This is an optimization exercise on Yosys and OpenROAD, whose aim is small area, not a production implementation. Only simulation tests tie the RTL to the original design; equivalence was not proved. No activity file was given, so power comes from the tool's default toggle rates.

==> flow/design.v, too long to show whole: its modules and the start of the top module <==
// module main: 178 lines
// module step: 154 lines
// module rooms: 51 lines
// module render: 91 lines
// module rooms_core: 478 lines
// module grundle_core: 561 lines
// module sword_core: 222 lines
module main(clk, vs_vga, hs_vga, RED, GREEN, BLUE, SWITCH, BUTTON);
  // ...
==> flow/run.sh <==
#!/bin/bash
# synth_recipe.tcl (not shown) runs the flow's synth.tcl, then flattens the netlist and writes it again
# the make line also repeats each setting of config.mk as NAME=value (left out here)
make -C /OpenROAD-flow-scripts/flow DESIGN_CONFIG=/design/flow/config.mk WORK_HOME=/design/flow/orfs CLKGATE_MAP_FILE= SYNTH_SCRIPT=/design/flow/synth_recipe.tcl finish
==> flow/config.mk <==
export PLATFORM = sky130hd
export DESIGN_NAME = main
export DESIGN_NICKNAME = main
export VERILOG_FILES = /design/flow/design.v
export SDC_FILE = /design/flow/constraint.sdc
export NUM_CORES = 4
export LEC_CHECK = 0
export CAP_MARGIN = 20
export CORE_MARGIN = 2
export CORE_UTILIZATION = 40
export SLEW_MARGIN = 20
==> flow/constraint.sdc <==
create_clock -name core_clock -period 20.0 [get_ports {clk}]
set_input_delay 4.0000 -clock core_clock [delete_from_list [all_inputs] [get_ports {clk}]]
set_output_delay 4.0000 -clock core_clock [all_outputs]
set_load 0.01 [all_outputs]
==> results.yml, run 1 <==
status:
  outcome: "no timing/DRC/antenna violations"
layout:
  regArea_um2: 2582
  final_cell_mix: "129 x nand2_1, 129 x dfxtp_1, 120 x inv_1"
  top_area_cell_class: "multi-input combinational cells"
  fin_nets: 1484
  syn_to_final_growth_pct: 9.191
global_route:
  gr-usage-met3_pct: 4.211
  grt_usage_pct: 22.75
  grt_first_pass_wirelength_um: 52230
  grt_busiest_layer: "met2"
  grt_pass1_vias: 9667
setup_path:
  ff2ff_setup_slack_ps: 10620
  cp.depth: 28
  cp_max_fo: 10
detailed_routing:
  ant_nets: 0
  routed-wl-met2_um: 15100
sta:
  period_needed_ps: 9383
  final_hold_viol_count: 0
  drv_slew: 0
  setup_violations: 0
yosys:
  async_reset_ff_share_pct: 0
  synth-xor-area-share_pct: 2.248
  seq_area_frac_synth_pct: 22.85
  synthAdderAreaFrac_pct: 23.50
  yosys.area_share.simple_pct: 22.40
  yosys-mux-area-fraction_pct: 1.307
power:
  pwr-share-comb_pct: 7.2
  p_leak_nw: 4.980
clock_network:
  cts_tree: "yes"
  post_cts_buffers: 0
  path_clk_slew_ps: 70
placed_design:
  dp_hpwl_um: 24950
==> module render, before the edit <==
module render(CurrentX, CurrentY, mapX, mapY, dragState, grundleX, grundleY, itemGet,
		swordX, swordY, playerPosX, playerPosY, playerColor, mapData, collision_in,
		color, collision);
	input [9:0] CurrentX;
	input [8:0] CurrentY;
	input [3:0] mapX, mapY;
	input [1:0] dragState;
	input [9:0] grundleX;
	input [8:0] grundleY;
	input itemGet;
	input [9:0] swordX;
	input [8:0] swordY;
	input [9:0] playerPosX;
	input [8:0] playerPosY;
	input [7:0] playerColor;
	input [7:0] mapData;
	input collision_in;
	output reg [7:0] color;
	output reg collision;
	wire startRoom = (mapX == 4'd3) && (mapY == 4'd5);
	wire [10:0] ge = sub11({1'b0, CurrentX}, {1'b0, grundleX});
	wire [9:0] gf = sub10({1'b0, CurrentY}, {1'b0, grundleY});
	wire grundle_on;
	grundle_core gcore(.dragState(dragState), .startRoom(startRoom), .ge(ge), .gf(gf),
		.grundleX(grundleX), .grundleY(grundleY), .on(grundle_on));
	wire [10:0] se = sub11({1'b0, CurrentX}, {1'b0, swordX});
	wire [9:0] sf = sub10({1'b0, CurrentY}, {1'b0, swordY});
	wire challice_on, sword_on;
	sword_core score(.dragState(dragState), .itemGet(itemGet), .startRoom(startRoom), .se(se), .sf(sf),
		.swordX(swordX), .swordY(swordY), .challice_on(challice_on), .sword_on(sword_on));
	wire [10:0] pe = sub11({1'b0, CurrentX}, {1'b0, playerPosX});
	wire [9:0] pf = sub10({1'b0, CurrentY}, {1'b0, playerPosY});
	wire p_xin = (pe[10:4] == 7'd0) ? LE(pe[3:0], 8) : ((pe[10:4] == 7'h7F) && GE(pe[3:0], 7));
	wire p_yin = (pf[9:4] == 6'd0) ? LE(pf[3:0], 8) : ((pf[9:4] == 6'h3F) && GE(pf[3:0], 7));
	wire player_on = GE(playerPosX, 9) && GE(playerPosY, 9) && p_xin && p_yin;
	wire noCollideZone = (mapX == 4'd1) && (mapY == 4'd3) && GT(CurrentX, 256) && LT(CurrentX, 384);
	always @(*) begin
		collision = collision_in;
		if (grundle_on)
			color = 8'b00011100;
		else if (challice_on)
			color = {playerPosY[7:4], playerPosX[3:0]};
		else if (sword_on)
			color = 8'b11111100;
		else if (player_on) begin
			color = playerColor;
			collision = (mapData == playerColor) && ~noCollideZone;
		end else
			color = mapData;
	end
	function [11:0] add12; input [11:0] a; input [11:0] b; input cin;
		integer i; reg c;
		begin
			c = cin;
			for (i = 0; i < 12; i = i + 1) begin
				add12[i] = a[i] ^ b[i] ^ c;
				c = (a[i] & b[i]) | (c & (a[i] ^ b[i]));
			end
		end
	endfunction
	function [9:0] add10; input [9:0] a; input [9:0] b;
		reg [11:0] t; begin t = add12({2'b0, a}, {2'b0, b}, 1'b0); add10 = t[9:0]; end
	endfunction
	function [8:0] add9; input [8:0] a; input [8:0] b;
		reg [11:0] t; begin t = add12({3'b0, a}, {3'b0, b}, 1'b0); add9 = t[8:0]; end
	endfunction
	function [3:0] add4; input [3:0] a; input [3:0] b;
		reg [11:0] t; begin t = add12({8'b0, a}, {8'b0, b}, 1'b0); add4 = t[3:0]; end
	endfunction
	function [9:0] inc10; input [9:0] a;
		reg [11:0] t; begin t = add12({2'b0, a}, 12'd0, 1'b1); inc10 = t[9:0]; end
	endfunction
	function [10:0] sub11; input [10:0] a; input [10:0] b;
		reg [11:0] t; begin t = add12({1'b0, a}, ~{1'b0, b}, 1'b1); sub11 = t[10:0]; end
	endfunction
	function [9:0] sub10; input [9:0] a; input [9:0] b;
		reg [11:0] t; begin t = add12({2'b0, a}, ~{2'b0, b}, 1'b1); sub10 = t[9:0]; end
	endfunction
	function LT; input [11:0] a; input [11:0] b;
		integer i; reg c;
		begin
			c = 1'b1;
			for (i = 0; i < 12; i = i + 1)
				c = (a[i] & ~b[i]) | (c & ~(a[i] ^ b[i]));
			LT = ~c;
		end
	endfunction
	function GE; input [11:0] a; input [11:0] b; GE = ~LT(a, b); endfunction
	function GT; input [11:0] a; input [11:0] b; GT = LT(b, a); endfunction
	function LE; input [11:0] a; input [11:0] b; LE = ~LT(b, a); endfunction
endmodule
==> run 2: changes to the inputs <==
--- a/flow/design.v
+++ b/flow/design.v
@@ -51,7 +51,7 @@
 	reg [1:0] dragState;
-	reg [9:0] grundleX;
-	reg [8:0] grundleY;
+	reg [9:0] ngX;           
+	reg [8:0] ngY;
 	reg itemGet;
-	reg [9:0] swordX;
-	reg [8:0] swordY;
+	reg [9:0] nsX;           
+	reg [8:0] nsY;
 	reg collision;
@@ -69,3 +69,3 @@
 	endfunction
-	wire [7:0] playerColor = pc_decode(pcClass, swordX, swordY);
+	wire [7:0] playerColor = pc_decode(pcClass, ~nsX, ~nsY);
 	wire [9:0] pX_n;
@@ -83,4 +83,4 @@
 		.playerPosX(playerPosX), .playerPosY(playerPosY), .mapX(mapX), .mapY(mapY), .pcClass(pcClass),
-		.dragState(dragState), .grundleX(grundleX), .grundleY(grundleY), .itemGet(itemGet),
-		.swordX(swordX), .swordY(swordY),
+		.dragState(dragState), .ngX(ngX), .ngY(ngY), .itemGet(itemGet),
+		.nsX(nsX), .nsY(nsY),
 		.pX_n(pX_n), .pY_n(pY_n), .mX_n(mX_n), .mY_n(mY_n), .pc_n(pc_n),
@@ -97,7 +97,7 @@
 			dragState <= 2'd0;
-			grundleX <= 10'd160;
-			grundleY <= 9'd240;
+			ngX <= ~10'd160;
+			ngY <= ~9'd240;
 			itemGet <= 1'b0;
-			swordX <= 10'd560;
-			swordY <= 9'd240;
+			nsX <= ~10'd560;
+			nsY <= ~9'd240;
 		end else begin
@@ -107,7 +107,7 @@
 			dragState <= dS_n;
-			grundleX <= gX_n;
-			grundleY <= gY_n;
+			ngX <= gX_n;
+			ngY <= gY_n;
 			itemGet <= iG_n;
-			swordX <= sX_n;
-			swordY <= sY_n;
+			nsX <= sX_n;
+			nsY <= sY_n;
 		end
@@ -126,4 +126,4 @@
 	render render_i(.CurrentX(CurrentX), .CurrentY(CurrentY), .mapX(mapX), .mapY(mapY),
-		.dragState(dragState), .grundleX(grundleX), .grundleY(grundleY), .itemGet(itemGet),
-		.swordX(swordX), .swordY(swordY), .playerPosX(playerPosX), .playerPosY(playerPosY),
+		.dragState(dragState), .ngX(ngX), .ngY(ngY), .itemGet(itemGet),
+		.nsX(nsX), .nsY(nsY), .playerPosX(playerPosX), .playerPosY(playerPosY),
 		.playerColor(playerColor), .mapData(mapData), .collision_in(collision),
@@ -180,3 +180,3 @@
 module step(tick, BUTTON, collision, playerPosX, playerPosY, mapX, mapY, pcClass, dragState,
-		grundleX, grundleY, itemGet, swordX, swordY,
+		ngX, ngY, itemGet, nsX, nsY,
 		pX_n, pY_n, mX_n, mY_n, pc_n, gX_n, gY_n, dS_n, iG_n, sX_n, sY_n);
@@ -190,7 +190,7 @@
 	input [1:0] dragState;
-	input [9:0] grundleX;
-	input [8:0] grundleY;
+	input [9:0] ngX;          
+	input [8:0] ngY;
 	input itemGet;
-	input [9:0] swordX;
-	input [8:0] swordY;
+	input [9:0] nsX;          
+	input [8:0] nsY;
 	output [9:0] pX_n;
@@ -273,4 +273,6 @@
 	wire chase = tick && startRoom && (dragState == 2'd0);
-	wire [10:0] dgx = sub11({1'b0, playerPosX}, {1'b0, grundleX});
-	wire [9:0] dgy = sub10({1'b0, playerPosY}, {1'b0, grundleY});
+	wire [11:0] dgx12 = add12({2'b0, playerPosX}, {2'b11, ngX}, 1'b1);
+	wire [10:0] dgx = dgx12[10:0];
+	wire [11:0] dgy12 = add12({3'b0, playerPosY}, {3'b111, ngY}, 1'b1);
+	wire [9:0] dgy = dgy12[9:0];
 	wire gx_eq = (dgx == 11'd0);
@@ -281,4 +283,4 @@
 	wire gy_inc = chase & ~gy_eq & ~dgy[9];
-	wire [11:0] gX_s = add12({2'b0, grundleX}, {12{gx_dec}}, gx_inc);
-	wire [11:0] gY_s = add12({3'b0, grundleY}, {12{gy_dec}}, gy_inc);
+	wire [11:0] gX_s = add12({2'b0, ngX}, {12{gx_inc}}, gx_dec);
+	wire [11:0] gY_s = add12({3'b0, ngY}, {12{gy_inc}}, gy_dec);
 	assign gX_n = gX_s[9:0];
@@ -290,4 +292,4 @@
 	wire carry = tick & itemGet;
-	assign sX_n = carry ? add10(playerPosX, 10'd32) : swordX;
-	assign sY_n = carry ? playerPosY : swordY;
+	assign sX_n = carry ? ~add10(playerPosX, 10'd32) : nsX;
+	assign sY_n = carry ? ~playerPosY : nsY;
 	function [11:0] add12; input [11:0] a; input [11:0] b; input cin;
@@ -384,4 +386,4 @@
 endmodule
-module render(CurrentX, CurrentY, mapX, mapY, dragState, grundleX, grundleY, itemGet,
-		swordX, swordY, playerPosX, playerPosY, playerColor, mapData, collision_in,
+module render(CurrentX, CurrentY, mapX, mapY, dragState, ngX, ngY, itemGet,
+		nsX, nsY, playerPosX, playerPosY, playerColor, mapData, collision_in,
 		color, collision);
@@ -391,7 +393,7 @@
 	input [1:0] dragState;
-	input [9:0] grundleX;
-	input [8:0] grundleY;
+	input [9:0] ngX;          
+	input [8:0] ngY;
 	input itemGet;
-	input [9:0] swordX;
-	input [8:0] swordY;
+	input [9:0] nsX;          
+	input [8:0] nsY;
 	input [9:0] playerPosX;
@@ -404,12 +406,16 @@
 	wire startRoom = (mapX == 4'd3) && (mapY == 4'd5);
-	wire [10:0] ge = sub11({1'b0, CurrentX}, {1'b0, grundleX});
-	wire [9:0] gf = sub10({1'b0, CurrentY}, {1'b0, grundleY});
+	wire [11:0] ge12 = add12({2'b0, CurrentX}, {2'b11, ngX}, 1'b1);
+	wire [10:0] ge = ge12[10:0];
+	wire [11:0] gf12 = add12({3'b0, CurrentY}, {3'b111, ngY}, 1'b1);
+	wire [9:0] gf = gf12[9:0];
 	wire grundle_on;
 	grundle_core gcore(.dragState(dragState), .startRoom(startRoom), .ge(ge), .gf(gf),
-		.grundleX(grundleX), .grundleY(grundleY), .on(grundle_on));
-	wire [10:0] se = sub11({1'b0, CurrentX}, {1'b0, swordX});
-	wire [9:0] sf = sub10({1'b0, CurrentY}, {1'b0, swordY});
+		.ngX(ngX), .ngY(ngY), .on(grundle_on));
+	wire [11:0] se12 = add12({2'b0, CurrentX}, {2'b11, nsX}, 1'b1);
+	wire [10:0] se = se12[10:0];
+	wire [11:0] sf12 = add12({3'b0, CurrentY}, {3'b111, nsY}, 1'b1);
+	wire [9:0] sf = sf12[9:0];
 	wire challice_on, sword_on;
 	sword_core score(.dragState(dragState), .itemGet(itemGet), .startRoom(startRoom), .se(se), .sf(sf),
-		.swordX(swordX), .swordY(swordY), .challice_on(challice_on), .sword_on(sword_on));
+		.nsX(nsX), .nsY(nsY), .challice_on(challice_on), .sword_on(sword_on));
 	wire [10:0] pe = sub11({1'b0, CurrentX}, {1'b0, playerPosX});
@@ -953,3 +959,3 @@
 endmodule
-module grundle_core(dragState, startRoom, ge, gf, grundleX, grundleY, on);
+module grundle_core(dragState, startRoom, ge, gf, ngX, ngY, on);
   input [1:0] dragState;
@@ -962,6 +968,6 @@
   wire [9:0] gf;
-  input [9:0] grundleX;
-  wire [9:0] grundleX;
-  input [8:0] grundleY;
-  wire [8:0] grundleY;
+  input [9:0] ngX;
+  wire [9:0] ngX;
+  input [8:0] ngY;
+  wire [8:0] ngY;
   output on;
@@ -1240,277 +1246,287 @@
   wire _271_;
-  assign _211_ = 4'h8 >> { ge[2], ge[3] };
-  assign _212_ = 4'h1 >> { dragState[1], ge[4] };
-  assign _213_ = 4'h4 >> { _212_, _211_ };
-  assign _214_ = 4'h4 >> { _213_, dragState[0] };
-  assign _215_ = 4'h8 >> { _214_, ge[2] };
-  assign _216_ = 4'h1 >> dragState;
-  assign _217_ = 4'h4 >> { ge[3], ge[4] };
-  assign _218_ = 4'h2 >> { _217_, _216_ };
-  assign _219_ = 4'h1 >> { dragState[1], ge[2] };
-  assign _220_ = 4'h4 >> { _219_, ge[4] };
-  assign _221_ = 4'h4 >> { _220_, _218_ };
-  assign _222_ = 4'h1 >> { _221_, _215_ };
-  assign _223_ = 4'h2 >> { _222_, gf[2] };
-  assign _224_ = 4'h4 >> { gf[3], dragState[1] };
-  assign _225_ = 4'h2 >> { _224_, gf[5] };
-  assign _226_ = 4'h4 >> { gf[2], ge[4] };
-  assign _227_ = 4'h8 >> { ge[3], ge[4] };
-  assign _228_ = 4'h4 >> { _227_, ge[2] };
-  assign _229_ = 4'h2 >> { gf[2], ge[4] };
-  assign _230_ = 4'h1 >> { _229_, _228_ };
-  assign _231_ = 4'h4 >> { _230_, _226_ };
-  assign _232_ = 4'h1 >> { ge[2], ge[3] };
-  assign _233_ = 4'h4 >> { _232_, _216_ };
-  assign _234_ = 4'h8 >> { _216_, ge[4] };
-  assign _235_ = 4'h4 >> { gf[4], gf[5] };
-  assign _236_ = 4'h4 >> { _235_, _234_ };
-  assign _237_ = 4'h4 >> { _236_, _233_ };
-  assign _238_ = 4'h4 >> { _237_, _231_ };
-  assign _239_ = 4'h1 >> { _238_, _225_ };
-  assign _240_ = 4'h8 >> { _217_, gf[2] };
-  assign _241_ = 4'h1 >> { dragState[1], ge[3] };
-  assign _242_ = 4'h2 >> { ge[3], ge[4] };
-  assign _243_ = 4'h2 >> { _242_, dragState[1] };
-  assign _244_ = 4'h1 >> { _243_, _241_ };
+  wire _272_;
+  wire _273_;
+  wire _274_;
+  wire _275_;
+  wire _276_;
+  assign _216_ = 4'h1 >> { dragState[1], ge[3] };
+  assign _217_ = 4'h4 >> { _216_, ngY[2] };
+  assign _218_ = 4'h2 >> { _217_, ngY[3] };
+  assign _219_ = 4'h1 >> { ge[2], ge[3] };
+  assign _220_ = 4'h8 >> { ge[2], ge[3] };
+  assign _221_ = 4'h1 >> { _220_, _219_ };
+  assign _222_ = 4'h1 >> { ngY[2], ge[2] };
+  assign _223_ = 4'h2 >> { _222_, ge[4] };
+  assign _224_ = 4'h8 >> { _223_, _221_ };
+  assign _225_ = 4'h1 >> { _224_, _218_ };
+  assign _226_ = 4'h8 >> ngY[5:4];
+  assign _227_ = 4'h8 >> ngY[7:6];
+  assign _228_ = 4'h8 >> { _227_, ngY[8] };
+  assign _229_ = 4'h8 >> { _228_, _226_ };
+  assign _230_ = 4'h4 >> { _229_, _225_ };
+  assign _231_ = 4'h8 >> gf[3:2];
+  assign _232_ = 4'h1 >> { _231_, ge[2] };
+  assign _233_ = 4'h2 >> { _232_, ge[3] };
+  assign _234_ = 4'h1 >> { dragState[0], ge[4] };
+  assign _235_ = 4'h4 >> { _234_, _233_ };
+  assign _236_ = 4'h4 >> { ge[2], ge[3] };
+  assign _237_ = 4'h1 >> { _236_, dragState[1] };
+  assign _238_ = 4'h8 >> { dragState[0], ge[4] };
+  assign _239_ = 4'h1 >> { _238_, dragState[1] };
+  assign _240_ = 4'h1 >> { _239_, _237_ };
+  assign _241_ = 4'h8 >> { ge[2], ge[4] };
+  assign _242_ = 4'h1 >> dragState;
+  assign _243_ = 4'h8 >> { _242_, ge[3] };
+  assign _244_ = 4'h8 >> { _243_, _241_ };
   assign _245_ = 4'h1 >> { _244_, _240_ };
-  assign _246_ = 4'h2 >> { _245_, gf[3] };
-  assign _247_ = 4'h1 >> { _246_, _239_ };
-  assign _248_ = 4'h1 >> { _247_, _223_ };
-  assign _249_ = 4'h2 >> { dragState[1], gf[2] };
-  assign _250_ = 4'h4 >> { _249_, _227_ };
-  assign _251_ = 4'h2 >> { _232_, ge[4] };
-  assign _252_ = 4'h2 >> { _251_, gf[2] };
-  assign _253_ = 4'h1 >> { _252_, _211_ };
-  assign _254_ = 4'h1 >> { _251_, _241_ };
-  assign _255_ = 4'h2 >> { _254_, _253_ };
-  assign _256_ = 4'h8 >> { _242_, ge[2] };
-  assign _257_ = 4'h2 >> { gf[2], ge[3] };
-  assign _258_ = 4'h4 >> { _257_, ge[2] };
-  assign _259_ = 4'h1 >> { _258_, _256_ };
-  assign _260_ = 4'h1 >> { _259_, dragState[1] };
-  assign _261_ = 4'h2 >> { _260_, _255_ };
-  assign _262_ = 4'h1 >> { _261_, ge[3] };
-  assign _263_ = 4'h1 >> { _262_, _250_ };
-  assign _264_ = 4'h1 >> { _263_, gf[3] };
-  assign _265_ = 4'h1 >> { _264_, _248_ };
-  assign _266_ = 4'h1 >> gf[3:2];
-  assign _267_ = 4'h8 >> { gf[4], gf[5] };
-  assign _268_ = 4'h4 >> { _267_, _266_ };
-  assign _269_ = 4'h8 >> { dragState[1], ge[2] };
-  assign _270_ = 4'h1 >> { _219_, ge[4] };
-  assign _271_ = 4'h4 >> { _270_, _269_ };
-  assign _000_ = 4'h2 >> { _271_, ge[3] };
-  assign _001_ = 4'h1 >> { _232_, ge[4] };
-  assign _002_ = 4'h8 >> { _232_, ge[4] };
-  assign _003_ = 4'h1 >> { _002_, dragState[0] };
-  assign _004_ = 4'h4 >> { _003_, _001_ };
-  assign _005_ = 4'h2 >> { _004_, _000_ };
-  assign _006_ = 4'h1 >> { _232_, _211_ };
-  assign _007_ = 4'h2 >> { _006_, dragState[1] };
-  assign _008_ = 4'h8 >> { dragState[1], ge[3] };
-  assign _009_ = 4'h1 >> { _008_, _007_ };
-  assign _010_ = 4'h1 >> { _009_, _257_ };
-  assign _011_ = 4'h1 >> { _010_, _005_ };
-  assign _012_ = 4'h8 >> { _266_, _235_ };
-  assign _013_ = 4'h4 >> { _012_, _011_ };
-  assign _014_ = 4'h1 >> { _013_, _268_ };
-  assign _015_ = 4'h4 >> { _014_, _265_ };
-  assign _016_ = 4'h4 >> { _271_, _223_ };
-  assign _017_ = 4'h1 >> { _240_, _218_ };
-  assign _018_ = 4'h1 >> { gf[4], gf[5] };
-  assign _019_ = 4'h4 >> { _018_, _002_ };
-  assign _020_ = 4'h4 >> { _019_, _017_ };
-  assign _021_ = 4'h4 >> { _020_, _016_ };
-  assign _022_ = 4'h4 >> { _021_, gf[2] };
-  assign _023_ = 4'h4 >> { _251_, gf[2] };
-  assign _024_ = 4'h2 >> { _023_, _253_ };
-  assign _025_ = 4'h2 >> { _257_, ge[2] };
-  assign _026_ = 4'h4 >> { _025_, _024_ };
-  assign _027_ = 4'h8 >> { gf[3], ge[4] };
-  assign _028_ = 4'h1 >> { _027_, gf[4] };
-  assign _029_ = 4'h4 >> { _028_, _226_ };
-  assign _030_ = 4'h1 >> { _029_, _026_ };
-  assign _031_ = 4'h8 >> gf[3:2];
-  assign _032_ = 4'h1 >> { _251_, gf[5] };
-  assign _033_ = 4'h1 >> { _032_, _031_ };
-  assign _034_ = 4'h4 >> { _033_, _030_ };
-  assign _035_ = 4'h8 >> { _241_, grundleY[2] };
-  assign _036_ = 4'h1 >> { _035_, grundleY[3] };
-  assign _037_ = 4'h4 >> { _228_, grundleY[2] };
-  assign _038_ = 4'h1 >> { _037_, _256_ };
-  assign _039_ = 4'h4 >> { _038_, _036_ };
-  assign _040_ = 4'h1 >> grundleY[5:4];
-  assign _041_ = 4'h1 >> grundleY[7:6];
-  assign _042_ = 4'h4 >> { _041_, grundleY[8] };
-  assign _043_ = 4'h8 >> { _042_, _040_ };
-  assign _044_ = 4'h4 >> { _043_, _039_ };
-  assign _045_ = 4'h1 >> { _007_, _004_ };
-  assign _046_ = 4'h4 >> { _045_, _044_ };
-  assign _047_ = 4'h2 >> { _031_, gf[5] };
-  assign _048_ = 4'h8 >> { _047_, _251_ };
-  assign _049_ = 4'h2 >> { _048_, _030_ };
-  assign _050_ = 4'h2 >> { _049_, _046_ };
-  assign _051_ = 4'h4 >> { _050_, _034_ };
-  assign _052_ = 4'h1 >> { _051_, _022_ };
-  assign _053_ = 4'h4 >> { _052_, _015_ };
-  assign _054_ = 4'h1 >> { _031_, dragState[1] };
-  assign _055_ = 4'h8 >> { _054_, _019_ };
-  assign _056_ = 4'h2 >> { _055_, _014_ };
-  assign _057_ = 4'h8 >> { _021_, _266_ };
-  assign _058_ = 4'h1 >> { _211_, dragState[0] };
-  assign _059_ = 4'h2 >> { _058_, ge[4] };
-  assign _060_ = 4'h1 >> { _027_, dragState[0] };
-  assign _061_ = 4'h4 >> { _266_, ge[3] };
-  assign _062_ = 4'h1 >> { _061_, _060_ };
-  assign _063_ = 4'h4 >> { _062_, _059_ };
-  assign _064_ = 4'h1 >> { gf[3], ge[2] };
-  assign _065_ = 4'h2 >> { _064_, _242_ };
-  assign _066_ = 4'h1 >> { _031_, _217_ };
-  assign _067_ = 4'h4 >> { gf[2], ge[2] };
-  assign _068_ = 4'h8 >> { _067_, _066_ };
-  assign _069_ = 4'h1 >> { _068_, _065_ };
-  assign _070_ = 4'h1 >> { _069_, _216_ };
-  assign _071_ = 4'h1 >> { _070_, _224_ };
-  assign _072_ = 4'h4 >> { gf[5], gf[6] };
-  assign _073_ = 4'h8 >> { _234_, _211_ };
-  assign _074_ = 4'h2 >> { _213_, gf[4] };
-  assign _075_ = 4'h4 >> { _074_, _073_ };
-  assign _076_ = 4'h1 >> { _075_, _031_ };
-  assign _077_ = 4'h2 >> { _076_, _072_ };
-  assign _078_ = 4'h4 >> { _077_, _071_ };
-  assign _079_ = 4'h1 >> { gf[0], gf[1] };
-  assign _080_ = 4'h4 >> { _079_, _078_ };
-  assign _081_ = 4'h4 >> { _080_, _063_ };
-  assign _082_ = 4'h4 >> { _081_, _057_ };
-  assign _083_ = 4'h4 >> { _082_, _056_ };
-  assign _084_ = 4'h4 >> { _083_, _053_ };
-  assign _085_ = 4'h2 >> { _229_, ge[2] };
-  assign _086_ = 4'h8 >> { _085_, ge[4] };
-  assign _087_ = 4'h2 >> { _086_, _267_ };
-  assign _088_ = 4'h8 >> { _087_, _046_ };
-  assign _089_ = 4'h8 >> { _088_, _255_ };
-  assign _090_ = 4'h1 >> { _089_, _019_ };
-  assign _091_ = 4'h2 >> { _024_, _216_ };
-  assign _092_ = 4'h8 >> { _256_, dragState[0] };
-  assign _093_ = 4'h8 >> { dragState[0], gf[2] };
-  assign _094_ = 4'h8 >> { _093_, _227_ };
-  assign _095_ = 4'h1 >> { _094_, _092_ };
-  assign _096_ = 4'h4 >> { _095_, _091_ };
-  assign _097_ = 4'h1 >> { _096_, gf[3] };
-  assign _098_ = 4'h4 >> { _097_, _090_ };
-  assign _099_ = 4'h2 >> { _255_, gf[3] };
-  assign _100_ = 4'h8 >> { _099_, _088_ };
-  assign _101_ = 4'h2 >> { _100_, gf[6] };
-  assign _102_ = 4'h4 >> { _101_, _098_ };
-  assign _103_ = 4'h4 >> { _102_, _084_ };
-  assign _104_ = 4'h1 >> { _085_, _223_ };
-  assign _105_ = 4'h1 >> { _104_, ge[3] };
-  assign _106_ = 4'h4 >> { _240_, dragState[0] };
-  assign _107_ = 4'h1 >> { _106_, _094_ };
-  assign _108_ = 4'h4 >> { _107_, _105_ };
-  assign _109_ = 4'h1 >> { _108_, dragState[1] };
-  assign _110_ = 4'h4 >> { dragState[1], gf[2] };
-  assign _111_ = 4'h4 >> { _110_, _242_ };
-  assign _112_ = 4'h1 >> { _111_, _109_ };
-  assign _113_ = 4'h2 >> { _112_, _267_ };
-  assign _114_ = 4'h1 >> { _222_, gf[2] };
-  assign _115_ = 4'h2 >> { _260_, gf[4] };
-  assign _116_ = 4'h2 >> { _115_, _011_ };
-  assign _117_ = 4'h4 >> { _116_, _114_ };
-  assign _118_ = 4'h4 >> { _257_, ge[4] };
-  assign _119_ = 4'h1 >> { _118_, _242_ };
-  assign _120_ = 4'h8 >> { _007_, gf[4] };
+  assign _246_ = 4'h4 >> { _245_, _235_ };
+  assign _247_ = 4'h1 >> { gf[2], gf[4] };
+  assign _248_ = 4'h2 >> { _247_, gf[3] };
+  assign _249_ = 4'h8 >> { _248_, _246_ };
+  assign _250_ = 4'h2 >> { ge[3], ge[4] };
+  assign _251_ = 4'h1 >> { _250_, _219_ };
+  assign _252_ = 4'h1 >> { _251_, _237_ };
+  assign _253_ = 4'h1 >> { _252_, _249_ };
+  assign _254_ = 4'h8 >> { gf[2], gf[4] };
+  assign _255_ = 4'h1 >> { _254_, _253_ };
+  assign _256_ = 4'h1 >> { gf[2], ge[2] };
+  assign _257_ = 4'h8 >> { gf[2], ge[2] };
+  assign _258_ = 4'h1 >> { _257_, _256_ };
+  assign _259_ = 4'h4 >> { _258_, _243_ };
+  assign _260_ = 4'h2 >> { _259_, ge[4] };
+  assign _261_ = 4'h4 >> { _216_, gf[2] };
+  assign _262_ = 4'h4 >> { _261_, _238_ };
+  assign _263_ = 4'h1 >> { _262_, _260_ };
+  assign _264_ = 4'h4 >> { dragState[0], ge[3] };
+  assign _265_ = 4'h4 >> { _264_, gf[3] };
+  assign _266_ = 4'h4 >> { _265_, _263_ };
+  assign _267_ = 4'h4 >> { _266_, _255_ };
+  assign _268_ = 4'h1 >> { dragState[1], ge[2] };
+  assign _269_ = 4'h4 >> { _268_, ge[4] };
+  assign _270_ = 4'h4 >> { dragState[0], ge[2] };
+  assign _271_ = 4'h1 >> { _270_, dragState[1] };
+  assign _272_ = 4'h1 >> { _241_, gf[2] };
+  assign _273_ = 4'h4 >> { _272_, _271_ };
+  assign _274_ = 4'h1 >> { _273_, _269_ };
+  assign _275_ = 4'h2 >> { _274_, ge[3] };
+  assign _276_ = 4'h1 >> { _275_, _220_ };
+  assign _000_ = 4'h2 >> { _276_, _249_ };
+  assign _001_ = 4'h2 >> { dragState[1], ge[4] };
+  assign _002_ = 4'h4 >> { _001_, gf[3] };
+  assign _003_ = 4'h1 >> { _002_, _221_ };
+  assign _004_ = 4'h2 >> { _219_, ge[4] };
+  assign _005_ = 4'h1 >> { _004_, gf[5] };
+  assign _006_ = 4'h4 >> { _005_, _003_ };
+  assign _007_ = 4'h1 >> { _006_, _000_ };
+  assign _008_ = 4'h4 >> { _007_, _267_ };
+  assign _009_ = 4'h8 >> { gf[4], gf[6] };
+  assign _010_ = 4'h8 >> { _009_, gf[5] };
+  assign _011_ = 4'h1 >> gf[3:2];
+  assign _012_ = 4'h2 >> { _011_, _010_ };
+  assign _013_ = 4'h2 >> { dragState[1], gf[4] };
+  assign _014_ = 4'h1 >> { _013_, gf[6] };
+  assign _015_ = 4'h1 >> { _014_, _012_ };
+  assign _016_ = 4'h1 >> { gf[0], gf[1] };
+  assign _017_ = 4'h8 >> { _011_, dragState[1] };
+  assign _018_ = 4'h1 >> { _017_, _016_ };
+  assign _019_ = 4'h1 >> { _018_, _015_ };
+  assign _020_ = 4'h4 >> { _019_, _008_ };
+  assign _021_ = 4'h1 >> { _249_, _221_ };
+  assign _022_ = 4'h4 >> { gf[3], ge[4] };
+  assign _023_ = 4'h2 >> { _022_, _221_ };
+  assign _024_ = 4'h4 >> { _023_, _002_ };
+  assign _025_ = 4'h2 >> { _024_, _010_ };
+  assign _026_ = 4'h8 >> { _025_, _263_ };
+  assign _027_ = 4'h4 >> { _026_, _021_ };
+  assign _028_ = 4'h8 >> { dragState[1], ge[2] };
+  assign _029_ = 4'h1 >> { _028_, _268_ };
+  assign _030_ = 4'h1 >> { dragState[0], ge[3] };
+  assign _031_ = 4'h1 >> { _030_, ge[4] };
+  assign _032_ = 4'h4 >> { _031_, _029_ };
+  assign _033_ = 4'h4 >> { _030_, _001_ };
+  assign _034_ = 4'h8 >> { _033_, _029_ };
+  assign _035_ = 4'h1 >> { _034_, _032_ };
+  assign _036_ = 4'h4 >> { gf[3], ge[2] };
+  assign _037_ = 4'h1 >> { _036_, _004_ };
+  assign _038_ = 4'h2 >> { gf[3], ge[2] };
+  assign _039_ = 4'h2 >> { dragState[1], gf[2] };
+  assign _040_ = 4'h4 >> { _039_, _038_ };
+  assign _041_ = 4'h1 >> { gf[4], gf[5] };
+  assign _042_ = 4'h4 >> { _041_, gf[6] };
+  assign _043_ = 4'h4 >> { _042_, _040_ };
+  assign _044_ = 4'h8 >> { _043_, _037_ };
+  assign _045_ = 4'h8 >> { _044_, _035_ };
+  assign _046_ = 4'h1 >> { _045_, _027_ };
+  assign _047_ = 4'h4 >> { _046_, _020_ };
+  assign _048_ = 4'h1 >> { _047_, _230_ };
+  assign _049_ = 4'h8 >> { _236_, gf[3] };
+  assign _050_ = 4'h2 >> { _241_, ge[3] };
+  assign _051_ = 4'h2 >> { _050_, gf[2] };
+  assign _052_ = 4'h1 >> { dragState[1], ge[4] };
+  assign _053_ = 4'h1 >> { _052_, _264_ };
+  assign _054_ = 4'h1 >> { _236_, gf[3] };
+  assign _055_ = 4'h8 >> { _054_, _053_ };
+  assign _056_ = 4'h4 >> { _055_, _051_ };
+  assign _057_ = 4'h1 >> { _056_, _049_ };
+  assign _058_ = 4'h1 >> { _057_, _242_ };
+  assign _059_ = 4'h2 >> { _058_, gf[4] };
+  assign _060_ = 4'h8 >> { _022_, ge[3] };
+  assign _061_ = 4'h2 >> { _060_, dragState[1] };
+  assign _062_ = 4'h2 >> { _250_, gf[3] };
+  assign _063_ = 4'h8 >> { _062_, _061_ };
+  assign _064_ = 4'h8 >> { _038_, dragState[1] };
+  assign _065_ = 4'h2 >> { _064_, gf[5] };
+  assign _066_ = 4'h4 >> { _065_, _063_ };
+  assign _067_ = 4'h1 >> { _066_, _059_ };
+  assign _068_ = 4'h2 >> { _269_, _255_ };
+  assign _069_ = 4'h4 >> { gf[3], dragState[1] };
+  assign _070_ = 4'h4 >> { gf[2], ge[4] };
+  assign _071_ = 4'h1 >> { _070_, _069_ };
+  assign _072_ = 4'h1 >> { _071_, gf[4] };
+  assign _073_ = 4'h2 >> { _072_, gf[5] };
+  assign _074_ = 4'h4 >> { _073_, _068_ };
+  assign _075_ = 4'h1 >> { _074_, _067_ };
+  assign _076_ = 4'h4 >> { _069_, _042_ };
+  assign _077_ = 4'h4 >> { gf[3], gf[5] };
+  assign _078_ = 4'h8 >> { _241_, _216_ };
+  assign _079_ = 4'h2 >> { _078_, _041_ };
+  assign _080_ = 4'h8 >> { gf[4], gf[5] };
+  assign _081_ = 4'h4 >> { _080_, _239_ };
+  assign _082_ = 4'h1 >> { _081_, _079_ };
+  assign _083_ = 4'h2 >> { _269_, _243_ };
+  assign _084_ = 4'h1 >> { _041_, _268_ };
+  assign _085_ = 4'h8 >> { _084_, _251_ };
+  assign _086_ = 4'h1 >> { _085_, _083_ };
+  assign _087_ = 4'h4 >> { _086_, _082_ };
+  assign _088_ = 4'h1 >> { _087_, _077_ };
+  assign _089_ = 4'h2 >> { _035_, _022_ };
+  assign _090_ = 4'h1 >> { _089_, _088_ };
+  assign _091_ = 4'h1 >> { _090_, _076_ };
+  assign _092_ = 4'h2 >> { _091_, gf[2] };
+  assign _093_ = 4'h2 >> { _004_, dragState[0] };
+  assign _094_ = 4'h1 >> { _093_, _219_ };
+  assign _095_ = 4'h1 >> { _094_, _264_ };
+  assign _096_ = 4'h4 >> { _095_, gf[3] };
+  assign _097_ = 4'h1 >> { _052_, dragState[0] };
+  assign _098_ = 4'h1 >> { _097_, gf[4] };
+  assign _099_ = 4'h4 >> { _098_, _093_ };
+  assign _100_ = 4'h1 >> { _099_, _244_ };
+  assign _101_ = 4'h4 >> { _239_, gf[3] };
+  assign _102_ = 4'h2 >> { _101_, _100_ };
+  assign _103_ = 4'h1 >> { _102_, _096_ };
+  assign _104_ = 4'h2 >> { _103_, gf[6] };
+  assign _105_ = 4'h8 >> { _219_, ge[4] };
+  assign _106_ = 4'h2 >> { _105_, _242_ };
+  assign _107_ = 4'h1 >> { _219_, ge[4] };
+  assign _108_ = 4'h2 >> { _107_, _106_ };
+  assign _109_ = 4'h4 >> { _042_, _231_ };
+  assign _110_ = 4'h4 >> { _109_, _108_ };
+  assign _111_ = 4'h2 >> { _041_, gf[6] };
+  assign _112_ = 4'h2 >> { _111_, _016_ };
+  assign _113_ = 4'h4 >> { _112_, _110_ };
+  assign _114_ = 4'h4 >> { _113_, _104_ };
+  assign _115_ = 4'h4 >> { _114_, _092_ };
+  assign _116_ = 4'h4 >> { _115_, _075_ };
+  assign _117_ = 4'h8 >> { dragState[1], ge[4] };
+  assign _118_ = 4'h1 >> { _117_, _052_ };
+  assign _119_ = 4'h1 >> { _118_, ge[2] };
+  assign _120_ = 4'h4 >> { _050_, _029_ };
   assign _121_ = 4'h4 >> { _120_, _119_ };
-  assign _122_ = 4'h2 >> { _230_, dragState[0] };
-  assign _123_ = 4'h1 >> { _122_, gf[5] };
-  assign _124_ = 4'h4 >> { _123_, _121_ };
-  assign _125_ = 4'h4 >> { _124_, _117_ };
-  assign _126_ = 4'h2 >> { _125_, gf[3] };
-  assign _127_ = 4'h4 >> { _126_, _113_ };
-  assign _128_ = 4'h8 >> { _227_, ge[2] };
-  assign _129_ = 4'h2 >> { _128_, dragState[1] };
-  assign _130_ = 4'h8 >> { _129_, _000_ };
-  assign _131_ = 4'h1 >> { _216_, _211_ };
-  assign _132_ = 4'h4 >> { _131_, _001_ };
-  assign _133_ = 4'h1 >> { _132_, gf[2] };
-  assign _134_ = 4'h2 >> { _133_, _075_ };
-  assign _135_ = 4'h4 >> { _134_, _130_ };
-  assign _136_ = 4'h2 >> { gf[2], ge[2] };
-  assign _137_ = 4'h4 >> { _136_, _241_ };
-  assign _138_ = 4'h1 >> { _008_, gf[4] };
+  assign _122_ = 4'h2 >> { _268_, _250_ };
+  assign _123_ = 4'h4 >> { _238_, gf[2] };
+  assign _124_ = 4'h1 >> { _123_, _122_ };
+  assign _125_ = 4'h4 >> { _124_, _121_ };
+  assign _126_ = 4'h8 >> { gf[2], ge[3] };
+  assign _127_ = 4'h4 >> { _126_, dragState[0] };
+  assign _128_ = 4'h2 >> { _127_, _077_ };
+  assign _129_ = 4'h4 >> { _128_, _125_ };
+  assign _130_ = 4'h2 >> { _270_, gf[2] };
+  assign _131_ = 4'h4 >> { _130_, _053_ };
+  assign _132_ = 4'h1 >> { _131_, gf[3] };
+  assign _133_ = 4'h4 >> { _132_, _275_ };
+  assign _134_ = 4'h1 >> { _133_, _129_ };
+  assign _135_ = 4'h8 >> { _028_, _250_ };
+  assign _136_ = 4'h1 >> { _135_, _134_ };
+  assign _137_ = 4'h4 >> { _097_, _216_ };
+  assign _138_ = 4'h2 >> { _105_, _231_ };
   assign _139_ = 4'h4 >> { _138_, _137_ };
-  assign _140_ = 4'h2 >> { _139_, gf[5] };
-  assign _141_ = 4'h4 >> { _140_, _135_ };
-  assign _142_ = 4'h2 >> { _119_, dragState[1] };
-  assign _143_ = 4'h1 >> { _258_, _250_ };
-  assign _144_ = 4'h4 >> { _143_, _142_ };
-  assign _145_ = 4'h2 >> { _144_, _237_ };
-  assign _146_ = 4'h1 >> { _145_, gf[3] };
-  assign _147_ = 4'h4 >> { _146_, _141_ };
-  assign _148_ = 4'h4 >> { _147_, _021_ };
-  assign _149_ = 4'h1 >> { _148_, _127_ };
-  assign _150_ = 4'h8 >> { _052_, _015_ };
-  assign _151_ = 4'h2 >> { _150_, _080_ };
-  assign _152_ = 4'h2 >> { _249_, ge[2] };
-  assign _153_ = 4'h2 >> { _152_, gf[3] };
-  assign _154_ = 4'h4 >> { _067_, dragState[1] };
-  assign _155_ = 4'h2 >> { _110_, gf[4] };
-  assign _156_ = 4'h1 >> { _155_, _154_ };
-  assign _157_ = 4'h8 >> { _156_, _032_ };
-  assign _158_ = 4'h4 >> { _157_, _153_ };
-  assign _159_ = 4'h8 >> { _158_, _222_ };
-  assign _160_ = 4'h8 >> { _159_, _046_ };
-  assign _161_ = 4'h1 >> { _160_, gf[6] };
-  assign _162_ = 4'h4 >> { _161_, _151_ };
-  assign _163_ = 4'h4 >> { _162_, _149_ };
-  assign _164_ = 4'h1 >> { _163_, _103_ };
-  assign _165_ = 4'h4 >> { _072_, gf[4] };
-  assign _166_ = 4'h4 >> { _165_, _073_ };
-  assign _167_ = 4'h4 >> { _166_, _092_ };
-  assign _168_ = 4'h4 >> { _066_, _242_ };
-  assign _169_ = 4'h2 >> { _168_, _129_ };
-  assign _170_ = 4'h8 >> { _240_, gf[3] };
-  assign _171_ = 4'h2 >> { _170_, _214_ };
-  assign _172_ = 4'h1 >> { _171_, _169_ };
-  assign _173_ = 4'h8 >> { _172_, _167_ };
-  assign _174_ = 4'h1 >> { _173_, _164_ };
-  assign _175_ = 4'h1 >> { _211_, grundleX[3] };
-  assign _176_ = 4'h2 >> { _175_, grundleX[2] };
-  assign _177_ = 4'h1 >> grundleX[6:5];
-  assign _178_ = 4'h1 >> grundleX[8:7];
-  assign _179_ = 4'h8 >> { _178_, _177_ };
-  assign _180_ = 4'h8 >> { ge[3], grundleX[3] };
-  assign _181_ = 4'h1 >> { grundleX[4], grundleX[9] };
-  assign _182_ = 4'h4 >> { _181_, _180_ };
-  assign _183_ = 4'h8 >> { _182_, _179_ };
-  assign _184_ = 4'h4 >> { _183_, _176_ };
-  assign _185_ = 4'h8 >> { ge[9], ge[10] };
-  assign _186_ = 4'h8 >> ge[6:5];
-  assign _187_ = 4'h8 >> ge[8:7];
+  assign _140_ = 4'h4 >> { _139_, _095_ };
+  assign _141_ = 4'h1 >> { _250_, _231_ };
+  assign _142_ = 4'h4 >> { _141_, _237_ };
+  assign _143_ = 4'h2 >> { _142_, gf[5] };
+  assign _144_ = 4'h4 >> { _143_, _140_ };
+  assign _145_ = 4'h1 >> { _144_, _136_ };
+  assign _146_ = 4'h2 >> { _145_, gf[4] };
+  assign _147_ = 4'h1 >> { _051_, _011_ };
+  assign _148_ = 4'h4 >> { _147_, _035_ };
+  assign _149_ = 4'h4 >> { _107_, _051_ };
+  assign _150_ = 4'h4 >> { _106_, gf[3] };
+  assign _151_ = 4'h4 >> { _150_, _149_ };
+  assign _152_ = 4'h2 >> { _268_, _231_ };
+  assign _153_ = 4'h4 >> { _152_, _236_ };
+  assign _154_ = 4'h4 >> { _153_, _239_ };
+  assign _155_ = 4'h2 >> { _154_, _041_ };
+  assign _156_ = 4'h4 >> { _155_, _151_ };
+  assign _157_ = 4'h4 >> { _156_, _148_ };
+  assign _158_ = 4'h1 >> { _142_, _220_ };
+  assign _159_ = 4'h2 >> { _158_, _061_ };
+  assign _160_ = 4'h2 >> { _216_, ge[2] };
+  assign _161_ = 4'h8 >> { _160_, _011_ };
+  assign _162_ = 4'h2 >> { gf[4], gf[5] };
+  assign _163_ = 4'h4 >> { _162_, _161_ };
+  assign _164_ = 4'h4 >> { _163_, _246_ };
+  assign _165_ = 4'h4 >> { _164_, _159_ };
+  assign _166_ = 4'h1 >> { _165_, gf[6] };
+  assign _167_ = 4'h4 >> { _166_, _157_ };
+  assign _168_ = 4'h4 >> { _167_, _146_ };
+  assign _169_ = 4'h2 >> { _100_, gf[2] };
+  assign _170_ = 4'h2 >> { _119_, gf[2] };
+  assign _171_ = 4'h8 >> { _170_, _035_ };
+  assign _172_ = 4'h1 >> { _171_, _087_ };
+  assign _173_ = 4'h1 >> { _172_, _169_ };
+  assign _174_ = 4'h1 >> { _080_, gf[6] };
+  assign _175_ = 4'h1 >> { _174_, gf[3] };
+  assign _176_ = 4'h4 >> { _175_, _111_ };
+  assign _177_ = 4'h4 >> { _176_, _173_ };
+  assign _178_ = 4'h1 >> { _177_, _168_ };
+  assign _179_ = 4'h4 >> { _178_, _116_ };
+  assign _180_ = 4'h4 >> { _179_, _048_ };
+  assign _181_ = 4'h4 >> { _220_, ngX[2] };
+  assign _182_ = 4'h2 >> { _181_, ngX[3] };
+  assign _183_ = 4'h2 >> { ge[3], ngX[2] };
+  assign _184_ = 4'h1 >> { _183_, _182_ };
+  assign _185_ = 4'h8 >> { ngX[7], ngX[8] };
+  assign _186_ = 4'h8 >> { ngX[5], ngX[6] };
+  assign _187_ = 4'h8 >> { ngX[9], ngX[4] };
   assign _188_ = 4'h8 >> { _187_, _186_ };
   assign _189_ = 4'h8 >> { _188_, _185_ };
-  assign _190_ = 4'h8 >> { _189_, _251_ };
-  assign _191_ = 4'h4 >> { _190_, _184_ };
-  assign _192_ = 4'h1 >> { ge[9], ge[10] };
-  assign _193_ = 4'h1 >> ge[6:5];
-  assign _194_ = 4'h1 >> ge[8:7];
-  assign _195_ = 4'h8 >> { _194_, _193_ };
-  assign _196_ = 4'h8 >> { _195_, _192_ };
-  assign _197_ = 4'h4 >> { _196_, _251_ };
-  assign _198_ = 4'h1 >> { _197_, _191_ };
-  assign _199_ = 4'h8 >> { gf[4], gf[6] };
-  assign _200_ = 4'h1 >> gf[8:7];
-  assign _201_ = 4'h4 >> { _200_, gf[9] };
-  assign _202_ = 4'h4 >> { _201_, _199_ };
-  assign _203_ = 4'h8 >> gf[8:7];
-  assign _204_ = 4'h8 >> { _203_, gf[9] };
-  assign _205_ = 4'h8 >> { _204_, _199_ };
-  assign _206_ = 4'h1 >> { _205_, _202_ };
-  assign _207_ = 4'h8 >> dragState;
-  assign _208_ = 4'h2 >> { _207_, startRoom };
-  assign _209_ = 4'h4 >> { _208_, _206_ };
-  assign _210_ = 4'h4 >> { _209_, _198_ };
-  assign on = 4'h4 >> { _210_, _174_ };
+  assign _190_ = 4'h4 >> { _189_, _184_ };
+  assign _191_ = 4'h8 >> { ge[9], ge[10] };
+  assign _192_ = 4'h8 >> ge[6:5];
+  assign _193_ = 4'h8 >> ge[8:7];
+  assign _194_ = 4'h8 >> { _193_, _192_ };
+  assign _195_ = 4'h8 >> { _194_, _191_ };
+  assign _196_ = 4'h8 >> { _195_, _004_ };
+  assign _197_ = 4'h4 >> { _196_, _190_ };
+  assign _198_ = 4'h1 >> { ge[9], ge[10] };
+  assign _199_ = 4'h1 >> ge[6:5];
+  assign _200_ = 4'h1 >> ge[8:7];
+  assign _201_ = 4'h8 >> { _200_, _199_ };
+  assign _202_ = 4'h8 >> { _201_, _198_ };
+  assign _203_ = 4'h4 >> { _202_, _004_ };
+  assign _204_ = 4'h1 >> { _203_, _197_ };
+  assign _205_ = 4'h8 >> gf[8:7];
+  assign _206_ = 4'h8 >> { _205_, gf[9] };
+  assign _207_ = 4'h8 >> { _206_, _009_ };
+  assign _208_ = 4'h1 >> gf[8:7];
+  assign _209_ = 4'h4 >> { _208_, gf[9] };
+  assign _210_ = 4'h4 >> { _209_, _009_ };
+  assign _211_ = 4'h1 >> { _210_, _207_ };
+  assign _212_ = 4'h8 >> dragState;
+  assign _213_ = 4'h2 >> { _212_, startRoom };
+  assign _214_ = 4'h4 >> { _213_, _211_ };
+  assign _215_ = 4'h4 >> { _214_, _204_ };
+  assign on = 4'h4 >> { _215_, _180_ };
 endmodule
-module sword_core(dragState, itemGet, startRoom, se, sf, swordX, swordY, challice_on, sword_on);
+module sword_core(dragState, itemGet, startRoom, se, sf, nsX, nsY, challice_on, sword_on);
   input [1:0] dragState;
@@ -1525,6 +1541,6 @@
   wire [9:0] sf;
-  input [9:0] swordX;
-  wire [9:0] swordX;
-  input [8:0] swordY;
-  wire [8:0] swordY;
+  input [9:0] nsX;
+  wire [9:0] nsX;
+  input [8:0] nsY;
+  wire [8:0] nsY;
   output challice_on;
@@ -1630,107 +1646,101 @@
   wire _096_;
-  wire _097_;
-  wire _098_;
-  wire _099_;
-  assign _043_ = 4'h1 >> { swordX[5], swordX[9] };
-  assign _044_ = 4'h1 >> swordX[7:6];
-  assign _045_ = 4'h4 >> { _044_, swordX[8] };
-  assign _046_ = 4'h8 >> { _045_, _043_ };
-  assign _047_ = 4'h4 >> { _046_, swordX[2] };
-  assign _048_ = 4'h1 >> { se[0], se[1] };
-  assign _049_ = 4'h1 >> { _048_, se[5] };
-  assign _050_ = 4'h1 >> { sf[3], sf[4] };
-  assign _051_ = 4'h4 >> { _050_, _049_ };
-  assign _052_ = 4'h4 >> { _051_, _047_ };
-  assign _053_ = 4'h4 >> se[4:3];
-  assign _054_ = 4'h2 >> se[4:3];
-  assign _055_ = 4'h1 >> { _054_, _053_ };
-  assign _056_ = 4'h1 >> { se[4], se[2] };
-  assign _057_ = 4'h8 >> { se[4], se[2] };
-  assign _058_ = 4'h1 >> { _057_, _056_ };
-  assign _059_ = 4'h4 >> { _058_, _055_ };
-  assign _060_ = 4'h1 >> swordY[6:5];
-  assign _061_ = 4'h4 >> { _060_, swordY[7] };
-  assign _062_ = 4'h2 >> { swordY[8], sf[4] };
-  assign _063_ = 4'h1 >> swordY[4:3];
-  assign _064_ = 4'h8 >> { _063_, _062_ };
-  assign _065_ = 4'h8 >> { _064_, _061_ };
-  assign _066_ = 4'h2 >> { _048_, se[4] };
-  assign _067_ = 4'h2 >> { _066_, sf[3] };
-  assign _068_ = 4'h4 >> { _067_, _065_ };
-  assign _069_ = 4'h8 >> { _068_, _059_ };
-  assign _070_ = 4'h1 >> { _069_, _052_ };
-  assign _071_ = 4'h1 >> { _070_, sf[2] };
-  assign _072_ = 4'h2 >> { _048_, se[2] };
-  assign _073_ = 4'h8 >> { sf[3], sf[4] };
-  assign _074_ = 4'h1 >> { _073_, _050_ };
-  assign _075_ = 4'h8 >> { _054_, sf[2] };
+  assign _040_ = 4'h2 >> se[4:3];
+  assign _041_ = 4'h4 >> se[4:3];
+  assign _042_ = 4'h1 >> { _041_, _040_ };
+  assign _043_ = 4'h1 >> { _042_, sf[2] };
+  assign _044_ = 4'h8 >> { _043_, sf[3] };
+  assign _045_ = 4'h8 >> nsY[4:3];
+  assign _046_ = 4'h8 >> { _045_, nsY[8] };
+  assign _047_ = 4'h8 >> { nsY[7], sf[4] };
+  assign _048_ = 4'h8 >> { nsY[5], nsY[6] };
+  assign _049_ = 4'h8 >> { _048_, _047_ };
+  assign _050_ = 4'h8 >> { _049_, _046_ };
+  assign _051_ = 4'h1 >> { se[2], se[3] };
+  assign _052_ = 4'h8 >> { se[2], se[3] };
+  assign _053_ = 4'h1 >> { _052_, _051_ };
+  assign _054_ = 4'h1 >> { se[0], se[1] };
+  assign _055_ = 4'h1 >> { _054_, se[2] };
+  assign _056_ = 4'h1 >> { _055_, _053_ };
+  assign _057_ = 4'h4 >> { _056_, _050_ };
+  assign _058_ = 4'h8 >> { _057_, _044_ };
+  assign _059_ = 4'h8 >> { _050_, nsY[2] };
+  assign _060_ = 4'h1 >> sf[4:3];
+  assign _061_ = 4'h8 >> sf[4:3];
+  assign _062_ = 4'h1 >> { _061_, _060_ };
+  assign _063_ = 4'h2 >> { _054_, se[2] };
+  assign _064_ = 4'h8 >> { _040_, sf[2] };
+  assign _065_ = 4'h4 >> { _064_, _063_ };
+  assign _066_ = 4'h4 >> { _065_, _062_ };
+  assign _067_ = 4'h4 >> { _066_, _059_ };
+  assign _068_ = 4'h8 >> { nsX[7], nsX[8] };
+  assign _069_ = 4'h8 >> { nsX[5], nsX[6] };
+  assign _070_ = 4'h8 >> { _069_, nsX[9] };
+  assign _071_ = 4'h8 >> { _070_, _068_ };
+  assign _072_ = 4'h8 >> { _071_, nsX[2] };
+  assign _073_ = 4'h4 >> { _051_, se[4] };
+  assign _074_ = 4'h4 >> { _073_, _054_ };
+  assign _075_ = 4'h4 >> { _060_, sf[2] };
   assign _076_ = 4'h4 >> { _075_, _074_ };
   assign _077_ = 4'h4 >> { _076_, _072_ };
-  assign _078_ = 4'h1 >> { _077_, _071_ };
-  assign _079_ = 4'h4 >> { _065_, swordY[2] };
-  assign _080_ = 4'h2 >> { sf[4], sf[5] };
-  assign _081_ = 4'h1 >> { startRoom, itemGet };
-  assign _082_ = 4'h2 >> { dragState[0], dragState[1] };
-  assign _083_ = 4'h1 >> { _082_, _081_ };
-  assign _084_ = 4'h4 >> { _083_, _080_ };
-  assign _085_ = 4'h4 >> { _084_, _079_ };
-  assign _086_ = 4'h4 >> { sf[4], sf[5] };
-  assign _087_ = 4'h2 >> { _086_, se[5] };
-  assign _088_ = 4'h8 >> { _056_, _055_ };
-  assign _089_ = 4'h1 >> { _088_, _087_ };
-  assign _090_ = 4'h8 >> { sf[3], sf[5] };
-  assign _091_ = 4'h8 >> sf[7:6];
-  assign _092_ = 4'h8 >> { sf[8], sf[9] };
-  assign _093_ = 4'h8 >> { _092_, _091_ };
-  assign _094_ = 4'h8 >> { _093_, _090_ };
-  assign _095_ = 4'h1 >> sf[7:6];
-  assign _096_ = 4'h1 >> { sf[8], sf[9] };
-  assign _097_ = 4'h8 >> { _096_, _095_ };
-  assign _098_ = 4'h4 >> { _097_, _090_ };
-  assign _099_ = 4'h1 >> { _098_, _094_ };
-  assign _000_ = 4'h1 >> { _099_, _089_ };
-  assign _001_ = 4'h8 >> { _000_, _085_ };
-  assign _002_ = 4'h1 >> { se[9], se[10] };
-  assign _003_ = 4'h1 >> { se[5], se[6] };
-  assign _004_ = 4'h1 >> { se[7], se[8] };
+  assign _078_ = 4'h1 >> { _077_, _067_ };
+  assign _079_ = 4'h4 >> { _078_, _058_ };
+  assign _080_ = 4'h2 >> { sf[2], sf[3] };
+  assign _081_ = 4'h4 >> { _080_, nsX[2] };
+  assign _082_ = 4'h2 >> { _081_, nsX[3] };
+  assign _083_ = 4'h1 >> { _082_, nsX[4] };
+  assign _084_ = 4'h2 >> { _083_, _071_ };
+  assign _085_ = 4'h1 >> { se[9], se[10] };
+  assign _086_ = 4'h1 >> { se[5], se[6] };
+  assign _087_ = 4'h1 >> { se[7], se[8] };
+  assign _088_ = 4'h8 >> { _087_, _086_ };
+  assign _089_ = 4'h8 >> { _088_, _085_ };
+  assign _090_ = 4'h2 >> { _089_, _073_ };
+  assign _091_ = 4'h1 >> { startRoom, itemGet };
+  assign _092_ = 4'h2 >> { dragState[0], dragState[1] };
+  assign _093_ = 4'h1 >> { _092_, _091_ };
+  assign _094_ = 4'h4 >> { _093_, _090_ };
+  assign _095_ = 4'h8 >> { sf[4], sf[5] };
+  assign _096_ = 4'h8 >> sf[7:6];
+  assign _000_ = 4'h8 >> { sf[8], sf[9] };
+  assign _001_ = 4'h8 >> { _000_, _096_ };
+  assign _002_ = 4'h8 >> { _001_, _095_ };
+  assign _003_ = 4'h1 >> sf[7:6];
+  assign _004_ = 4'h1 >> { sf[8], sf[9] };
   assign _005_ = 4'h8 >> { _004_, _003_ };
-  assign _006_ = 4'h8 >> { _005_, _002_ };
-  assign _007_ = 4'h8 >> { se[9], se[10] };
-  assign _008_ = 4'h8 >> { se[8], se[6] };
-  assign _009_ = 4'h8 >> { _008_, se[7] };
-  assign _010_ = 4'h8 >> { _009_, _007_ };
-  assign _011_ = 4'h4 >> { _010_, _088_ };
-  assign _012_ = 4'h1 >> { _011_, _006_ };
-  assign _013_ = 4'h2 >> { sf[2], sf[3] };
-  assign _014_ = 4'h8 >> { _013_, swordX[2] };
-  assign _015_ = 4'h1 >> { _014_, swordX[3] };
-  assign _016_ = 4'h2 >> { _015_, swordX[4] };
-  assign _017_ = 4'h2 >> { _016_, _046_ };
-  assign _018_ = 4'h1 >> { _017_, _012_ };
-  assign _019_ = 4'h8 >> { _018_, _001_ };
-  assign sword_on = 4'h4 >> { _019_, _078_ };
-  assign _020_ = 4'h2 >> { _058_, _055_ };
-  assign _021_ = 4'h2 >> { _020_, _074_ };
-  assign _022_ = 4'h1 >> { sf[0], sf[1] };
-  assign _023_ = 4'h2 >> { _022_, sf[2] };
-  assign _024_ = 4'h8 >> { _023_, sf[3] };
-  assign _025_ = 4'h4 >> { _020_, sf[4] };
-  assign _026_ = 4'h4 >> { _025_, _024_ };
-  assign _027_ = 4'h1 >> { _026_, _021_ };
-  assign _028_ = 4'h4 >> { _013_, _055_ };
-  assign _029_ = 4'h4 >> { sf[2], sf[3] };
-  assign _030_ = 4'h8 >> { _029_, _058_ };
-  assign _031_ = 4'h1 >> { _030_, _028_ };
-  assign _032_ = 4'h4 >> { _031_, sf[5] };
-  assign _033_ = 4'h4 >> { _032_, _027_ };
-  assign _034_ = 4'h2 >> { _031_, _022_ };
-  assign _035_ = 4'h1 >> { _034_, _059_ };
-  assign _036_ = 4'h2 >> { _035_, _086_ };
-  assign _037_ = 4'h2 >> { _023_, _080_ };
-  assign _038_ = 4'h8 >> { _037_, _027_ };
-  assign _039_ = 4'h1 >> { _038_, _036_ };
-  assign _040_ = 4'h4 >> { _039_, _033_ };
-  assign _041_ = 4'h8 >> { _006_, _082_ };
-  assign _042_ = 4'h4 >> { _041_, _099_ };
-  assign challice_on = 4'h4 >> { _042_, _040_ };
+  assign _006_ = 4'h1 >> { sf[4], sf[5] };
+  assign _007_ = 4'h8 >> { _006_, _005_ };
+  assign _008_ = 4'h1 >> { _007_, _002_ };
+  assign _009_ = 4'h8 >> { se[9], se[10] };
+  assign _010_ = 4'h8 >> { se[5], se[6] };
+  assign _011_ = 4'h8 >> { se[7], se[8] };
+  assign _012_ = 4'h8 >> { _011_, _010_ };
+  assign _013_ = 4'h8 >> { _012_, _009_ };
+  assign _014_ = 4'h1 >> { _013_, _073_ };
+  assign _015_ = 4'h1 >> { _014_, _008_ };
+  assign _016_ = 4'h8 >> { _015_, _094_ };
+  assign _017_ = 4'h4 >> { _016_, _084_ };
+  assign sword_on = 4'h4 >> { _017_, _079_ };
+  assign _018_ = 4'h8 >> { _053_, sf[3] };
+  assign _019_ = 4'h1 >> { _018_, _042_ };
+  assign _020_ = 4'h1 >> { sf[0], sf[1] };
+  assign _021_ = 4'h2 >> { _020_, sf[2] };
+  assign _022_ = 4'h2 >> { _053_, sf[3] };
+  assign _023_ = 4'h8 >> { _022_, _021_ };
+  assign _024_ = 4'h1 >> { _023_, sf[4] };
+  assign _025_ = 4'h1 >> { _024_, _019_ };
+  assign _026_ = 4'h1 >> { _025_, sf[5] };
+  assign _027_ = 4'h8 >> { _020_, _043_ };
+  assign _028_ = 4'h2 >> { _053_, _042_ };
+  assign _029_ = 4'h1 >> { _028_, sf[3] };
+  assign _030_ = 4'h4 >> { _029_, _021_ };
+  assign _031_ = 4'h1 >> { _030_, _027_ };
+  assign _032_ = 4'h4 >> { _031_, _026_ };
+  assign _033_ = 4'h4 >> { _029_, sf[5] };
+  assign _034_ = 4'h1 >> { _033_, _044_ };
+  assign _035_ = 4'h1 >> { _034_, sf[4] };
+  assign _036_ = 4'h2 >> { _095_, _092_ };
+  assign _037_ = 4'h8 >> { _036_, _005_ };
+  assign _038_ = 4'h8 >> { _037_, _089_ };
+  assign _039_ = 4'h4 >> { _038_, _035_ };
+  assign challice_on = 4'h4 >> { _039_, _032_ };
 endmodule
--- a/flow/config.mk
+++ b/flow/config.mk
@@ -10,2 +10,5 @@
 export CORE_UTILIZATION = 40
+export CTS_BUF_LIST = sky130_fd_sc_hd__clkbuf_4 sky130_fd_sc_hd__clkbuf_8
+export CTS_CLUSTER_DIAMETER = 100
+export CTS_CLUSTER_SIZE = 30
 export SLEW_MARGIN = 20
==> run 2 against run 1 <==
Die area grew 0.18%; global-route usage up 0.96 points; non-clock buffer count decreased by 1; critical path depth up 1; clock skew is 5.9 ps higher; routed wire length is 4.4% higher; final cell count up 1.5%; utilization shrank 0.84 points; clock-buffer cell count increased by 2; combinational power grew 22%; largest cell class unchanged.
==> results.yml, run 2 <==
status:
  outcome: "no timing/DRC/antenna violations"
placed_design:
  gp_congestion: 0.9328
  dp_hpwl_um: 25570
  portBuffers: 15
  place_ws_ps: 11060
  dpl_cell_area_um2: 11720
yosys:
  ys.flop_type: "dfxtp_1"
  avgSynthCellArea_um2: 8.300
  yosysTopAreaCell: "dfxtp_1"
  yosysMostFrequentCell: "nand2_1"
  ys_warn_count: 3
  synth_nets: 1532
  synth_cells: 1364
  async_reset_ff_share_pct: 0
  synth_commonest_cells: "139 x nand2_1, 138 x inv_1, 129 x dfxtp_1"
  synthTopCellsByArea: "dfxtp_1 23%, fa_1 17%, ha_1 6.9%"
  synth_seq_cells: 129
  synth.distinct_cells: 93
  yosysTopAreaCellShare_pct: 22.81
  syn_area_um2: 11320
  seq_area_frac_synth_pct: 22.81
  synth-edff-count: 0
setup_path:
  cp-end-kind: "flop"
  reg2reg_depth: 29
  start_kind: "flop"
  arrival_ps: 9270
  r2r-end: "ngX[9]"
  worstPathRequired_ps: 20340
  crit_type: "reg2reg"
  crit_path_top_delay_cell: "fa_1"
  cp_max_fo: 10
  critPathMaxStageDelay_ps: 430
  ff2ff_setup_slack_ps: 11080
  r2r_start: "playerPosX[0]"
  crit_top_cell: "fa_1"
sta:
  worst_slew_pin_slew_ps: 1073
  period_needed_ps: 8924
  drv_slew: 0
  setup_violations: 0
  post-route-period-util_pct: 44.62
  finalClockSkew_ps: 18.80
  setup_ws_ps: 11080
  final.setup.tns_ps: 0
  grt_setup_unrepaired: "false"
  max_slew_margin_pct: 26.58
  final_hold_viol_count: 0
  fmax_mhz: 112.1
clock_network:
  root_buffer: "clkbuf_8"
  path_clk_slew_ps: 90
  cts_resized: 0
  htree_num_levels: 4
  cts_buffers: 17
  hold_buffers: 0
  cts_tree: "yes"
  clock_latency_ps: 470
  cts_buffer_depth: 2
  clock_sinks: 129
  post_cts_buffers: 0
floorplan:
  initial_utilization_pct: 40.64
  dieArea_um2: 29660
  chipHeight_um: 172.2
  num_rows: 61
  io_pins: 19
  core_um2: 27860
  dieWidth_um: 172.2
global_route:
  overflow: 0
  grt_max_degree: 67
  grt_usage_pct: 23.71
  grt_pass1_vias: 9886
  grt_first_pass_wirelength_um: 54010
  antenna_found_initial: 0
detailed_routing:
  detail_route.iter0.violations: 1049
  viasPerCell: 5.859
  ant_nets: 0
  drt-pass1-iter-count: 6
  routed-wl-met2_um: 15860
  m1WireLength_um: 14640
  route.detailed.drc: 0
  wl_um: 33730
  highest-signal-layer: "met4"
  wl_met3_um: 2199
  wl_per_cell_um: 19.42
  vias: 10180
layout:
  final_common_cell: "nand2_1"
  final_cell_mix: "139 x nand2_1, 138 x inv_1, 129 x dfxtp_1"
  drive_gt1_share_pct: 6.255
  syn_to_final_growth_pct: 7.206
  fin_nets: 1514
  n_antenna_cell: 0
  final_core_util_pct: 43.57
  final_area_um2: 12140
job:
  maxCapViolations: 0
min_path:
  whs_path_depth: 0
  hold_end: "mapData[0]"
  min_from: "mapStage[0]"
  hold_class: "reg2reg"
power:
  p_leak_nw: 5.105
  ir_worst_vdd_mv: 0.03317
  p_per_area_nw_per_um2: 47.35
  power_uw: 574.6
## run 2: changes by cell type after synthesis, sizes merged, moves of 10 or more
cell	change
a31oi	-13
a21o	-12
a22oi	+10
inv	+19
nor2	+12
## run 2: how the worst max path moves through the flow
stage          slack, ps  cells past startpoint           from      to
3_3_place_gp       11190                     29  playerPosX[0]  ngX[9]
4_1_cts            11080                     29  playerPosX[0]  ngX[9]
3_5_place_dp       11060                     29  playerPosX[0]  ngX[9]
6_report           11080                     29  playerPosX[0]  ngX[9]
2_1_floorplan      11580                     26  playerPosX[1]  ngX[9]
5_1_grt            10790                     29  playerPosX[0]  ngX[9]
## run 2: metal layers
layer  track usage, %  up-vias
li1                 -     4779
met1            30.88     4907
met2            39.11      405
met3            4.944       86
met4            8.184        0
met5                0        -
## run 2: critical path: cells and delay by family (launching register included)
family | cells | cell delay (ps)
DFF | 1 | 410
buffers and inverters | 3 | 500
AOI/OAI and AO/OA | 1 | 180
xor gates and xnor gates | 2 | 310
and+or+nand+nor | 5 | 500
adders and majority gates | 18 | 6910
## run 2: area by class of cell
class                           count  area [um^2]
Timing Repair Buffer               22        197.7
Multi-Input combinational cell   1034         7934
Fill cell                        2795        15720
Tap cell                          378        473.0
Inverter                          142        533.0
Clock inverter                     13        161.4
Clock buffer                       19        255.2
Sequential cell                   129         2582
## run 2: kinds of logic (layout without fill, tap and decap cells)
kind of cell             Yosys count  in the layout  synth area share (%)
flip-flops                       129            129                 22.81
AO/OA/AOI/OAI                    341            341                 20.42
buffers and inverters            201            196                 7.107
adder cells (fa/ha/maj)          160            160                 24.09
multiplexers                       8              8                0.7405
XOR/XNOR                          32             32                 2.476
AND/OR/NAND/NOR                  493            493                 22.35
## run 2: power breakdown
part           internal (mW)  leakage, nW  switching (mW)
Combinational         0.0216         3.86          0.0340
Sequential             0.263         1.05          0.0107
Clock                  0.128        0.202           0.118
## run 2: through the flow
stage | std cells | hold slack [ps]
finish | 1737 | 329.5
global route | 1737 | 334.3
CTS | 1737 | 333.0
detailed placement | 1705 | 313.8
global placement | 1705 | 310.0
floorplan | 1364 | 309.6

-- separate check: timing with driven ports --
The results above use ideal ports. As a check the final layouts listed here were re-extracted and re-timed, cells and wires unchanged. Step 1, drivers: a clkbuf_16 drives clk and a buf_2 each remaining input, both assumed. Step 2 also shifts input and output timing later by t, the mid clock arrival at the registers, as if the neighbouring blocks saw the same clock. a / b / c = no drivers / after step 1 / after step 2; a / b = the first two.
run	shift t [ns]	slack for setup (ns)
run 1	0.471	10.617 / 10.617 / 10.617
run 2	0.502	11.076 / 11.076 / 11.076
After both steps setup and hold are still met in every run listed.
